This is an optimization exercise on Yosys and OpenROAD, whose aim is small area, not a production implementation.
In this exercise RTL edits were held to simulation tests only and were not proved equivalent to the original.
Power and IR drop assume default switching activity.

==> design/flow/design.v <==
module sevenseg (data, ledsegments);
input [3:0] data;
output [6:0] ledsegments;
assign ledsegments[0] = (~data[0] & ~data[3]);
assign ledsegments[1] = (data[0] & data[3]);
assign ledsegments[2] = (data[0] & ~data[1] & ~data[3]);
assign ledsegments[3] = (data[2] & ~data[3]) | (~data[0] & ~data[3]);
assign ledsegments[4] = (~data[0] & ~data[3]) | (~data[1] & data[2]) | (data[1] & ~data[3]);
assign ledsegments[5] = (~data[1] & ~data[3]) | (data[0] & ~data[3]);
assign ledsegments[6] = (~data[0] & ~data[2]) | (data[0] & data[1] & data[2]);
endmodule
module sevenseg6 (data, ledsegments);
input [2:0] data;
output [6:0] ledsegments;
assign ledsegments[0] = (data[0] & ~data[1]) | (~data[0] & data[1]);
assign ledsegments[1] = (~data[1] & data[2]);
assign ledsegments[2] = (data[1] & ~data[2]);
assign ledsegments[3] = (data[0] & ~data[1]) | (~data[0] & data[1]);
assign ledsegments[4] = (data[0] & ~data[1]) | data[2];
assign ledsegments[5] = data[0];
assign ledsegments[6] = (~data[1] & ~data[2]);
endmodule
module digit10 (c, s, last);
input [3:0] c;
output [3:0] s;
output last;
assign s[0] = (~c[0] & ~c[3]) | (~c[1] & ~c[3]) | (c[0] & c[3]);
assign s[1] = c[0];
assign s[2] = c[1];
assign s[3] = c[2];
assign last = (~c[0] & ~c[1] & c[2]);
endmodule
module digit6 (c, s, last);
input [2:0] c;
output [2:0] s;
output last;
assign s[0] = ~c[2];
assign s[1] = c[0];
assign s[2] = c[1];
assign last = (~c[1] & c[2]);
endmodule
module Light(in_key, out_key, clk, clr);
  input in_key, clk, clr;
  output out_key;
  reg [1:0] cnt;
  always @(posedge clk)
    if (clr | in_key) cnt <= 2'd0;
    else if (cnt != 2'd3) cnt <= cnt + 2'd1;
  assign out_key = (cnt == 2'd3);
endmodule
module stopwatch_01(clk,rst,key_reset,key_start_pause,key_display_stop,
					hex0,hex1,hex2,hex3,hex4,hex5,
					led0,led1,led2,led3 );
	input clk,rst,key_reset,key_start_pause,key_display_stop;
	output [6:0] hex0,hex1,hex2,hex3,hex4,hex5;
	output led0,led1,led2,led3;
	reg led0,led1,led2;
	assign led3 = 1'b0;
	reg [1:0] m3;       
	reg [2:0] m7;       
	reg [3:0] m11;      
	reg [3:0] m13;      
	reg [15:0] m60001;  
	localparam [2:0] P7 = 3'b010;
	localparam [3:0] P4 = 4'b1010;
	localparam [15:0] P16 = 16'haaaa;
	wire [2:0] s7 = m7 ^ P7;
	wire [3:0] s11 = m11 ^ P4;
	wire [3:0] s13 = m13 ^ P4;
	wire [15:0] s60001 = m60001 ^ P16;
	wire t11 = s11[3] & s11[0];                          
	wire t13 = ~s13[3] & s13[1] & ~s13[0];               
	wire tick_h = t11;                                   
	wire tick_s = s7[2] & s7[0] & t11 & t13;             
	wire tick_m = (s60001 == 16'h7993);                  
	wire clr    = ~m3[1] & s7[1] & s7[0];                
	wire f7 = ~(s7[2] ^ s7[0]);
	wire f11 = (~s11[2] & ~s11[3]) | (~s11[0] & ~s11[1] & s11[3]);
	wire f13 = (s13[0] & ~s13[2] & s13[3]) | (~s13[0] & ~s13[3]) | (s13[1] & ~s13[3]);
	wire f60001 = tick_m | (s60001[15] ^ s60001[6]);
	always @(posedge clk)
		if (rst) begin
			m3 <= 2'b10; m7 <= 3'b110 ^ P7; m11 <= 4'b0101 ^ P4; m13 <= 4'b1010 ^ P4; m60001 <= 16'he64f ^ P16;
		end else begin
			m3 <= {~m3[0], ~(~m3[1] | m3[0])};
			m7 <= {s7[1:0], f7} ^ P7;
			m11 <= {s11[2:0], f11} ^ P4;
			m13 <= {s13[2:0], f13} ^ P4;
			m60001 <= {s60001[14:0], f60001} ^ P16;
		end
	wire reset_1_time, start_1_time, display_1_time;
	Light Segment_key_reset ( key_reset,reset_1_time,clk,clr | rst);
	Light Segment_key_start_pause ( key_start_pause,start_1_time,clk,clr | rst);
	Light Segment_key_display_stop ( key_display_stop,display_1_time,clk,clr | rst);
	localparam [3:0] Z10 = 4'd8;
	localparam [2:0] Z6 = 3'd0;
	reg [3:0] ms_lo, ms_hi, s_lo, m_lo;
	reg [2:0] s_hi, m_hi;
	reg [3:0] d_ms_lo, d_ms_hi, d_s_lo, d_m_lo;
	reg [2:0] d_s_hi, d_m_hi;
	wire [3:0] sc_ms_lo, sc_ms_hi, sc_s_lo, sc_m_lo;
	wire [2:0] sc_s_hi, sc_m_hi;
	wire l_ms_lo, l_ms_hi, l_s_lo, l_m_lo, l_s_hi, l_m_hi;
	digit10 u_ms_lo (ms_lo, sc_ms_lo, l_ms_lo);
	digit10 u_ms_hi (ms_hi, sc_ms_hi, l_ms_hi);
	digit10 u_s_lo (s_lo, sc_s_lo, l_s_lo);
	digit6  u_s_hi (s_hi, sc_s_hi, l_s_hi);
	digit10 u_m_lo (m_lo, sc_m_lo, l_m_lo);
	digit6  u_m_hi (m_hi, sc_m_hi, l_m_hi);
	wire run = ~start_1_time;
	wire i_ms_lo = run & tick_h;
	wire i_ms_hi = i_ms_lo & l_ms_lo;
	wire i_s_lo = run & tick_s;
	wire i_s_hi = i_s_lo & l_s_lo;
	wire i_m_lo = run & tick_m;
	wire i_m_hi = i_m_lo & l_m_lo;
	wire [3:0] n_ms_lo = i_ms_lo ? sc_ms_lo : ms_lo;
	wire [3:0] n_ms_hi = i_ms_hi ? sc_ms_hi : ms_hi;
	wire [3:0] n_s_lo = i_s_lo ? sc_s_lo : s_lo;
	wire [2:0] n_s_hi = i_s_hi ? sc_s_hi : s_hi;
	wire [3:0] n_m_lo = i_m_lo ? sc_m_lo : m_lo;
	wire [2:0] n_m_hi = i_m_hi ? sc_m_hi : m_hi;
	always @(posedge clk)
		if (rst) begin
			led0 <= 0; led1 <= 0; led2 <= 0;
			ms_lo <= Z10; ms_hi <= Z10; s_lo <= Z10; s_hi <= Z6; m_lo <= Z10; m_hi <= Z6;
			d_ms_lo <= Z10; d_ms_hi <= Z10; d_s_lo <= Z10; d_s_hi <= Z6; d_m_lo <= Z10; d_m_hi <= Z6;
		end else begin
			led0 <= reset_1_time;
			led1 <= start_1_time;
			led2 <= display_1_time & (led2 | ~key_display_stop);
			if (!display_1_time) begin
				d_ms_lo <= n_ms_lo; d_ms_hi <= n_ms_hi; d_s_lo <= n_s_lo;
				d_s_hi <= n_s_hi; d_m_lo <= n_m_lo; d_m_hi <= n_m_hi;
			end
			if (reset_1_time) begin
				ms_lo <= Z10; ms_hi <= Z10; s_lo <= Z10; s_hi <= Z6; m_lo <= Z10; m_hi <= Z6;
			end else begin
				ms_lo <= n_ms_lo; ms_hi <= n_ms_hi; s_lo <= n_s_lo;
				s_hi <= n_s_hi; m_lo <= n_m_lo; m_hi <= n_m_hi;
			end
		end
	sevenseg6 LED8_minute_display_high ( d_m_hi, hex5 );
	sevenseg  LED8_minute_display_low ( d_m_lo, hex4 );
	sevenseg6 LED8_second_display_high( d_s_hi, hex3 );
	sevenseg  LED8_second_display_low ( d_s_lo, hex2 );
	sevenseg  LED8_msecond_display_high( d_ms_hi, hex1 );
	sevenseg  LED8_msecond_display_low ( d_ms_lo, hex0 );
endmodule
==> design/flow/flow/run.sh <==
#!/bin/bash
# Layout flow: the standard.sh (ORFS) with
#  - the standard synthesis, unchanged, then the combinational logic between
#    the registers re-mapped by ABC for area with a few scripts, keeping the
#    smallest netlist (registers, their names and cell types kept);
#  - buf_1 port buffers;
#  - a clock tree of clkbuf_4 without dummy loads.
# Every tool's output goes to a log file of its own in this folder.
set -euo pipefail
RES=orfs/results/sky130hd/stopwatch_01/base
export BUFFER_PORTS_ARGS="-buffer_cell sky130_fd_sc_hd__buf_1"
export CTS_ARGS="-sink_clustering_enable -repair_clock_nets -dont_use_dummy_load -buf_list sky130_fd_sc_hd__clkbuf_4"

bash standard.sh synth > standard_synth.log 2>&1
cp $RES/1_2_yosys.v synth_standard.v
best=""; bestarea=""
for s in flow/abc_*.script; do
  n=$(basename $s .script)
  if ABC_SCRIPT=$s OUT=remap_$n.v yosys -c flow/remap.tcl > remap_$n.log 2>&1; then
    a=$(grep "Chip area" remap_$n.v.stat | awk '{print $NF}')
    echo "$n $a" >> remap_areas.log
    if [ -z "$best" ] || awk "BEGIN{exit !($a < $bestarea)}"; then best=$n; bestarea=$a; fi
  fi
done
echo "picked $best $bestarea" >> remap_areas.log
cp remap_$best.v $RES/1_2_yosys.v
rm -f $RES/1_synth.odb $RES/1_synth.sdc
bash standard.sh > standard_finish.log 2>&1
==> design/flow/flow/abc_a.script <==
strash; dch -f; amap; topo
==> design/flow/flow/abc_b.script <==
strash; dc2; dch -f; amap; topo
==> design/flow/flow/abc_c.script <==
strash; dch -f; amap; strash; dch -f; amap; topo
==> design/flow/flow/abc_d.script <==
strash; dch -f; map -a; topo
==> design/flow/flow/remap.tcl <==
# Re-map the combinational logic of the standard synthesis for area with the
# ABC script $ABC_SCRIPT, writing $OUT. Flip-flops and tie cells are kept as
# they are (same instances, same names, same cell types).
yosys -import
set lib $::env(FLOW_HOME)/platforms/sky130hd/lib/sky130_fd_sc_hd__tt_025C_1v80.lib
read_liberty -ignore_miss_func $lib
blackbox sky130_fd_sc_hd__dfxtp_1 sky130_fd_sc_hd__conb_1
read_verilog synth_standard.v
hierarchy -top $::env(FLOW_TOP)
flatten
opt_clean
abc -liberty $lib -dont_use *lpflow* -dont_use *probe* -script $::env(ABC_SCRIPT)
opt_clean
tee -o $::env(OUT).stat stat -liberty $lib
write_verilog -noattr -noexpr -nohex -nodec $::env(OUT)
==> design/flow/standard.sh <==
#!/bin/bash
# synth_recipe.tcl (not shown) runs the flow's synth.tcl, then flattens the netlist and writes it again
# the make line also repeats each setting of config.mk as NAME=value (left out here)
make -C /OpenROAD-flow-scripts/flow DESIGN_CONFIG=/design/flow/config.mk WORK_HOME=/design/flow/orfs CLKGATE_MAP_FILE= SYNTH_SCRIPT=/design/flow/synth_recipe.tcl "${@:-finish}"
==> design/flow/config.mk <==
export PLATFORM = sky130hd
export DESIGN_NAME = stopwatch_01
export DESIGN_NICKNAME = stopwatch_01
export VERILOG_FILES = /design/flow/design.v
export SDC_FILE = /design/flow/constraint.sdc
export NUM_CORES = 4
export LEC_CHECK = 0
export CAP_MARGIN = 20
export CORE_MARGIN = 2
export CORE_UTILIZATION = 70
export CTS_BUF_LIST = sky130_fd_sc_hd__clkbuf_8
export CTS_CLUSTER_SIZE = 40
export SLEW_MARGIN = 20
==> design/flow/constraint.sdc <==
create_clock -name core_clock -period 10.0 [get_ports {clk}]
set_input_delay 2.0000 -clock core_clock [delete_from_list [all_inputs] [get_ports {clk}]]
set_output_delay 2.0000 -clock core_clock [all_outputs]
set_load 0.01 [all_outputs]
==> reports/results.tsv <==
metric	value	unit
start_util	74.01	%
cts_buffer_depth	2	
fmax	260.0	MHz
antenna_cells	0	
power.leakage	1.132	nW
area_growth	11.33	%
whs	399.1	ps
path_max_fanout	22	
dp.cells	409	
finalClockSkew	21.07	ps
fin_setup_tns	0	ps
fp.dieH	66.68	µm
rsz0062_at_grt	no	
first_pass_iters	4	
critPathLaunchType	input port	
dieArea	0.004446	mm²
wl	5504	µm
grt_pass1_vias	2047	
synthCells	312	
cts_root_buf	clkbuf_4	
htreeDepth	3	
fin_crit_sh	38.47	%
end_kind	flop	
post_cts_buffers	0	
cts.reportedPaths.clkPinSlew	110	ps
critical_path_required	10340	ps
grt_pass1_wl	8942	µm
finalNonFillerCells	418	
yosysWarnings	2	
finalSetupViolations	0	
drc_errors	0	
path_class	input port to flop	
min_period	3847	ps
hp-class	flop to flop	
nets	377	
layout-drive-gt1-share	2.432	%
ioPinCount	51	
final_max_slew_viol_count	0	
status	finished clean	
tightest_slew	861.7	ps
antenna_found_initial	0	
numPortBuffers	49	
clkSinkCount	82	
cap_violations	0	
synth_area	0.002750	mm²
dp_hpwl	4048	µm
cts_buffers	9	
track_usage	27.65	%
cts_tree	built	
cts_resized	0	
clk_latency	420	ps
preCtsSetupSlack	5774	ps
drt-initial-drc-count	154	
vias_per_cell	5.660	
vdd_drop_max	0.1241	mV
overflow	0	
die-width	66.68	µm
relSlewSlack	42.03	%
grt_max_degree	23	
core_region_area	0.003716	mm²
cts_hold_buf	0	
ant_nets	0	
critPathArrivalTime	4190	ps
via_count	2366	
final_util	82.39	%
wl_per_cell	13.17	µm
powerDensity	165.6	mW/mm²
hold_violations	0	
syn_area_per_cell	8.815	µm²
syn_nets	317	
layout_setup_ws	6153	ps
gp_congestion	0.7625	
core.rowCount	22	
## critical path: stages
cell and delay [ps]:
buf_1 540, clkinv_1 610, nand2_1 750, nor3_1 140, a21oi_1 150
## path summary, 6_finish.rpt
kind / from / endpoint / slack (ps) / depth (start not counted)
setup / recovery: rst / d_m_lo[3]$_SDFFE_PP1N_ / 6150 / 5
hold / removal: m11[1]$_SDFF_PP1_ / m11[2]$_SDFF_PP1_ / 400 / 1
setup reg to reg: m60001[6]$_SDFF_PP1_ / d_m_hi[2]$_SDFFE_PP0N_ / 6840 / 10
hold reg to reg: m11[1]$_SDFF_PP1_ / m11[2]$_SDFF_PP1_ / 400 / 1
## routing by layer
layer / routed length, µm / global-route usage [%] / up-vias / share of wire (%)
li1: - / - / 1215 / -
met1: 2360 / 31.75 / 1068 / 43
met2: 2703 / 47.13 / 72 / 49
met3: 327 / 6.588 / 11 / 5.9
met4: 112 / 15.31 / 0 / 2.0
met5: 0 / 0 / - / 0
## flip-flops by register name, indices dropped and copies added, names as in the netlist, 4 cells and up
register	flops
d_m_lo	4
d_ms_hi	4
d_ms_lo	4
d_s_lo	4
m11	4
m13	4
m60001	16
m_lo	4
ms_hi	4
ms_lo	4
s_lo	4
## through the flow
stage | power (mW) | area (µm²)
CTS | 0.5081 | 3062
global route | 0.5241 | 3062
detailed placement | 0.3817 | 2994
finish | 0.5071 | 3062
global placement | 0.3798 | 2994
floorplan | 0.3711 | 2750
## layout make-up
cell class / instances / area (µm²)
sequential: 82 / 1642
multi-input combinational: 195 / 977.2
fill: 260 / 654.4
timing repair buffer: 49 / 183.9
inverter: 35 / 131.4
clock buffer: 9 / 67.56
tap: 48 / 60.06
## power by group
part	switching (mW)	internal (mW)	total, mW
clock	0.0906	0.0418	0.132
combinational	0.0178	0.00906	0.0269
sequential	0.00920	0.339	0.348
total	0.118	0.390	0.507
## cells in the final DEF, fill, tap and decap left out, drive strengths merged
| cell type | instances |
|---|---|
| dfxtp | 82 |
| nor2 | 68 |
| buf | 49 |
| clkinv | 35 |
| o22ai | 32 |
| nand2 | 29 |
| a21oi | 14 |
| nor3 | 9 |
| clkbuf | 9 |
| o32ai | 8 |
| o21ai | 6 |
| nor4 | 4 |
| a211oi | 4 |
| nand4 | 3 |
| a22oi | 3 |
| or2 | 3 |
| nand3 | 2 |
| nor3b | 1 |
| o31ai | 1 |
| a211o | 1 |
| and2 | 1 |
| o22a | 1 |
| or3 | 1 |
| a31oi | 1 |
| a221o | 1 |
| a21boi | 1 |
| conb | 1 |

-- separate check: timing with driven ports --
The results above use ideal ports. As a check the final layout listed here was re-extracted and re-timed, cells and wires unchanged.
Step 1: set_driving_cell puts a clkbuf_16 on clk and a buf_2 on each other input, an assumption about the parent block.
Step 2 times the ports against the registers' clock, not the clock port: input delays grow and output delays shrink by t, the midpoint of the rising clock arrivals with the driver on.
a / b / c = no drivers / after step 1 / after step 2; a / b = the first two.
shift t [ns]: 0.439
setup slack, ns: 6.153 / 6.154 / 5.715
clock arrival spread, ns: 0.022 / 0.021
worst data-port slew with drivers (ns): 0.03
pins driven straight from the clock port: 1
After both steps this run still meets setup and hold. For this run, drivers alone change the setup slack by +0.001 ns; drivers and shift together by -0.438 ns.
